This design comes from an exercise in tuning for small area, a short achievable clock period and few clock cycles on the open sky130 flow, not from production work.
In this exercise RTL edits were held to simulation tests only and were not proved equivalent to the original.
Power figures rest on the tool's default switching activity, not on a simulated workload.

south:
==> flow/design.v <==
module mulDiv(clk, rst_n, valid, ready, mode, in_A, in_B, out);
    input         clk, rst_n;
    input         valid, mode;  
    output        ready;
    input  [31:0] in_A, in_B;
    output [63:0] out;
    function [4:0] lzc32;
        input [31:0] x;
        reg   [15:0] v1;           
        reg   [15:0] p1;           
        reg   [7:0]  v2;
        reg   [15:0] p2;           
        reg   [3:0]  v3;
        reg   [11:0] p3;           
        reg   [1:0]  v4;
        reg   [7:0]  p4;           
        integer i;
        begin
            for (i = 0; i < 16; i = i + 1) begin
                v1[i] = x[2*i+1] | x[2*i];
                p1[i] = ~x[2*i+1];
            end
            for (i = 0; i < 8; i = i + 1) begin
                v2[i] = v1[2*i+1] | v1[2*i];
                p2[2*i+1]   = ~v1[2*i+1];
                p2[2*i]     = v1[2*i+1] ? p1[2*i+1] : p1[2*i];
            end
            for (i = 0; i < 4; i = i + 1) begin
                v3[i] = v2[2*i+1] | v2[2*i];
                p3[3*i+2]   = ~v2[2*i+1];
                p3[3*i+:2]  = v2[2*i+1] ? p2[2*(2*i+1)+:2] : p2[2*(2*i)+:2];
            end
            for (i = 0; i < 2; i = i + 1) begin
                v4[i] = v3[2*i+1] | v3[2*i];
                p4[4*i+3]   = ~v3[2*i+1];
                p4[4*i+:3]  = v3[2*i+1] ? p3[3*(2*i+1)+:3] : p3[3*(2*i)+:3];
            end
            lzc32[4]   = ~v4[1];
            lzc32[3:0] = v4[1] ? p4[7:4] : p4[3:0];
        end
    endfunction
    function [31:0] below_msb;
        input [31:0] x;
        integer i;
        begin
            below_msb[31] = x[31];
            for (i = 30; i >= 0; i = i - 1)
                below_msb[i] = below_msb[i+1] | x[i];
        end
    endfunction
    function [31:0] inc32;
        input [31:0] x;
        input        ci;
        input [1:0]  k;
        reg   [31:0] q;            
        reg   [31:0] pa;           
        reg   [31:0] cy;
        integer i, l;
        begin
            for (i = 0; i < 32; i = i + 1)
                q[i] = x[i] | (i < k);
            pa = q;
            for (l = 0; l < 5; l = l + 1)
                for (i = 0; i < 32; i = i + 1)
                    if ((i >> l) & 1) pa[i] = pa[i] & pa[((i >> l) << l) - 1];
            cy[0] = ci & (k == 2'd0);
            for (i = 1; i < 32; i = i + 1)
                cy[i] = ci & (i >= k) & pa[i-1];
            inc32 = x ^ cy;
        end
    endfunction
    reg         s_norm, s_iter, s_fin, s_fix, rdy;
    reg         md;
    reg  [4:0]  r1;        
    reg  [4:0]  lza, lzb;
    reg         zb;
    reg         a_short;   
    reg         en, inv;   
    reg  [31:0] X, Y, Z;
    reg         e;         
    reg  [1:0]  kp;        
    assign ready = rdy;
    assign out   = {X, Y};
    wire [31:0] ma_in  = below_msb(in_A);
    wire [31:0] mb_in  = below_msb(in_B);
    wire        a_lt_b = |(in_B & ~ma_in);    
    wire        a_gt_b = |(in_A & ~mb_in);    
    wire        triv   = mode ? a_lt_b : ~ma_in[0];
    wire [4:0]  lzm     = a_short ? lza : lzb;
    wire [31:0] nop     = a_short ? Z : X;        
    wire [31:0] mop     = a_short ? X : Z;        
    wire [4:0]  dsh     = lzb - lza;
    wire [31:0] sh_in   = md ? Z : mop;
    wire [4:0]  sh_amt  = md ? dsh : lzm;
    wire [31:0] sh_out  = sh_in << sh_amt;
    wire        one     = (lzm == 5'd31);         
    reg  [1:0]  zc;        
    reg  [1:0]  k;         
    reg         last;      
    wire [4:0]  r1n  = s_norm ? (md ? dsh : (one ? 5'd0 : 5'd30 - lzm))
                              : r1 - 5'd1 - {3'd0, zc};
    reg         xn31, xn30;
    always @(*) begin
        if (s_norm) begin
            xn31 = sh_out[29];
            xn30 = sh_out[28];
        end else
            case (k)
                2'd1:    begin xn31 = X[30]; xn30 = X[29]; end
                2'd2:    begin xn31 = X[29]; xn30 = X[28]; end
                default: begin xn31 = X[28]; xn30 = X[27]; end
            endcase
    end
    wire        z1n   = ~md & (r1n != 5'd0) & ~xn31;
    wire        z2n   = z1n & (r1n != 5'd1) & ~xn30;
    wire [1:0]  zcn   = {z2n, z1n & ~z2n};
    wire        lastn = (r1n == {3'd0, zcn});
    wire [1:0]  kn    = md ? 2'd1 : (lastn ? zcn : zcn + 2'd1);
    wire [31:0] b    = (Z & {32{en}}) ^ {32{inv}};
    wire [33:0] t    = {1'b0, Y, 1'b1} + {1'b0, b, inv};
    wire [31:0] s    = t[32:1];
    wire        c    = t[33];
    wire        sgn  = e ^ inv ^ c;               
    wire [31:0] inc  = inc32(X, e & ~md, kp);
    wire n_norm = valid & ~triv;
    wire n_iter = (s_norm & ~(md & zb)) | (s_iter & ~last);
    wire n_fin  = (s_norm & md & zb) | (s_iter & last & md);
    wire n_fix  = s_iter & last & ~md & c;
    wire n_rdy  = (valid & triv) | s_fin | s_fix | (s_iter & last & ~md & ~c);
    always @(posedge clk or negedge rst_n) begin
        if (!rst_n) begin
            s_norm <= 1'b0;
            s_iter <= 1'b0;
            s_fin  <= 1'b0;
            s_fix  <= 1'b0;
            rdy    <= 1'b0;
        end else begin
            s_norm <= n_norm;
            s_iter <= n_iter;
            s_fin  <= n_fin;
            s_fix  <= n_fix;
            rdy    <= n_rdy;
        end
    end
    always @(posedge clk) begin
        lza     <= lzc32(in_A);
        lzb     <= lzc32(in_B);
        zb      <= ~mb_in[0];
        a_short <= ~a_gt_b;
        if (valid) md <= mode;
        r1   <= r1n;
        zc   <= zcn;
        k    <= kn;
        last <= lastn;
        if (md) begin
            en  <= n_iter | (n_fin & sgn);
            inv <= n_iter & ~(s_iter & sgn);
        end else begin
            if (s_norm)
                en <= one ? sh_out[31] : sh_out[30];
            else
                case (k)
                    2'd1:    en <= X[31] & ~last;
                    2'd2:    en <= X[30] & ~last;
                    default: en <= X[29] & ~last;
                endcase
            inv <= 1'b0;
        end
        if (s_norm)      e <= 1'b0;
        else if (md)     e <= sgn;
        else             e <= c;
        kp <= s_norm ? 2'd0 : k;
        if (valid)
            X <= in_A;
        else if (s_norm)
            X <= md ? {32{zb}} : {sh_out[29:0], 1'b0, nop[31] & ~one};
        else if (s_fin)
            X <= s;
        else if (s_fix)
            X <= inc;
        else
            case (k)
                2'd0: X <= inc;
                2'd1: X <= {inc[30:0], md ? ~sgn : s[31]};
                2'd2: X <= {inc[29:0], s[31:30]};
                2'd3: X <= {inc[28:0], s[31:29]};
            endcase
        if (valid)
            Y <= 32'd0;
        else if (s_norm)
            Y <= md ? X : {nop[30:0] & {31{~one}}, 1'b0};
        else if (s_fin)
            Y <= X;
        else if (md | s_fix)
            Y <= s;
        else
            case (k)
                2'd0: Y <= s;
                2'd1: Y <= {s[30:0], 1'b0};
                2'd2: Y <= {s[29:0], 2'b0};
                2'd3: Y <= {s[28:0], 3'b0};
            endcase
        if (valid)
            Z <= in_B;
        else if (s_norm) begin
            if (md)            Z <= sh_out;
            else if (!a_short) Z <= X;
        end else if (s_iter & md & ~last)
            Z <= {1'b0, Z[31:1]};
    end
endmodule
clock: 5.0 ns
lec_check: 0
abc_area: 1
cap_margin: 20
core_margin: 2
core_utilization: 50
place_density: 0.7
slew_margin: 20
standard.sh (not shown) runs the stock make flow with config.mk's settings and CLKGATE_MAP_FILE= SYNTH_SCRIPT=/design/flow/synth_recipe.tcl, a recipe that flattens the netlist after the stock synthesis.
==> flow/flow/run.sh <==
#!/bin/bash
# Own layout flow: the standard ORFS flow (standard.sh: unchanged
# synthesis, floorplan, placement, CTS, routing and finishing steps) with
# three changes:
#  - the input and output ports are buffered with sky130_fd_sc_hd__buf_1
#    instead of the cell buffer_ports picks by default;
#  - clock tree synthesis runs with ORFS's default arguments plus
#    -dont_use_dummy_load (no dummy load cells on the clock tree);
#  - the setup-slack margin that timing repair aims for is 1.8 ns up to and
#    including CTS, and 1.4 ns for the repair after global routing, so that
#    the post-route repair only fixes what global-route parasitics break
#    instead of upsizing many paths for a few ps.
# Each make run's full output goes to its own log file in this folder
# (make_cts.log, make_finish.log); ORFS keeps each step's log in orfs/logs/.
set -euo pipefail
export BUFFER_PORTS_ARGS="-buffer_cell sky130_fd_sc_hd__buf_1"
export CTS_ARGS="-sink_clustering_enable -repair_clock_nets -dont_use_dummy_load"
SETUP_SLACK_MARGIN=1.8 bash standard.sh cts > make_cts.log 2>&1
SETUP_SLACK_MARGIN=1.4 bash standard.sh > make_finish.log 2>&1
Both conditions hold for south: the flow ran to the end and the final layout passed the timing, DRC and antenna checks.
Testbench counts of south, summed over its fixed seeds: cycles 13,418.
What middle does differently from south at the input level:
Settings: a deleted ABC_AREA that had been 1.
==> flow/flow/run.sh <==
#!/bin/bash
# Own layout flow: the standard ORFS flow (standard.sh: unchanged
# synthesis, floorplan, placement, CTS, routing and finishing steps) with two
# changes:
#  - the input and output ports are buffered with sky130_fd_sc_hd__buf_1
#    instead of the cell buffer_ports picks by default;
#  - the setup-slack margin that timing repair aims for is 1.7 ns up to and
#    including CTS, and 1.2 ns for the repair after global routing, so that
#    the post-route repair only fixes what global-route parasitics break
#    instead of upsizing many paths for a few ps.
# Each make run's full output goes to its own log file in this folder
# (make_cts.log, make_finish.log); ORFS keeps each step's log in orfs/logs/.
set -euo pipefail
export BUFFER_PORTS_ARGS="-buffer_cell sky130_fd_sc_hd__buf_1"
SETUP_SLACK_MARGIN=1.7 bash standard.sh cts > make_cts.log 2>&1
SETUP_SLACK_MARGIN=1.2 bash standard.sh > make_finish.log 2>&1
### Flow results
In the floorplan summary, middle is listed with a die area less than that of south.
middle has final critical-path setup slack below what south had.
The overall power consumption on middle is in line with that on south.
Taking south as the reference, in middle number of search-and-repair iterations in the first detailed-routing pass lower; clock-buffer cell count higher; count of buffering cells on the critical path with inverters included lower.
Summary of middle over south: multi-input gate count now sits lower, post-detailed-route wirelength per cell now sits higher.
south has higher power in combinational cells than middle.

[port drivers added, routing unchanged]
Ports are ideal in the flow. The routed layouts listed here were re-timed in OpenROAD.
Step 1 sets driving cells, clkbuf_16 on the clock port and buf_2 on the other inputs (assumed; they add their load-dependent delay and slew).
Step 2 times the ports against the registers' clock, not the clock port: input delays grow and output delays shrink by t, the midpoint of the rising clock arrivals with the driver on.
Three values: ideal ports, drivers, drivers and shift; two values: the first two.
run | t, ns | slack for setup (ns) | hold WS [ns] | latest minus earliest clock arrival (ns)
south | 0.492 | 1.643 / 1.643 / 1.574 | 0.499 / 0.468 / 0.614 | 0.018 / 0.017
middle | 0.488 | 1.505 / 1.505 / 1.239 | 0.496 / 0.465 / 0.528 | 0.019 / 0.019
After both steps every run listed still meets setup and hold. For middle, which loses most, drivers alone change the setup slack by 0.000 ns; drivers and shift together by -0.266 ns.
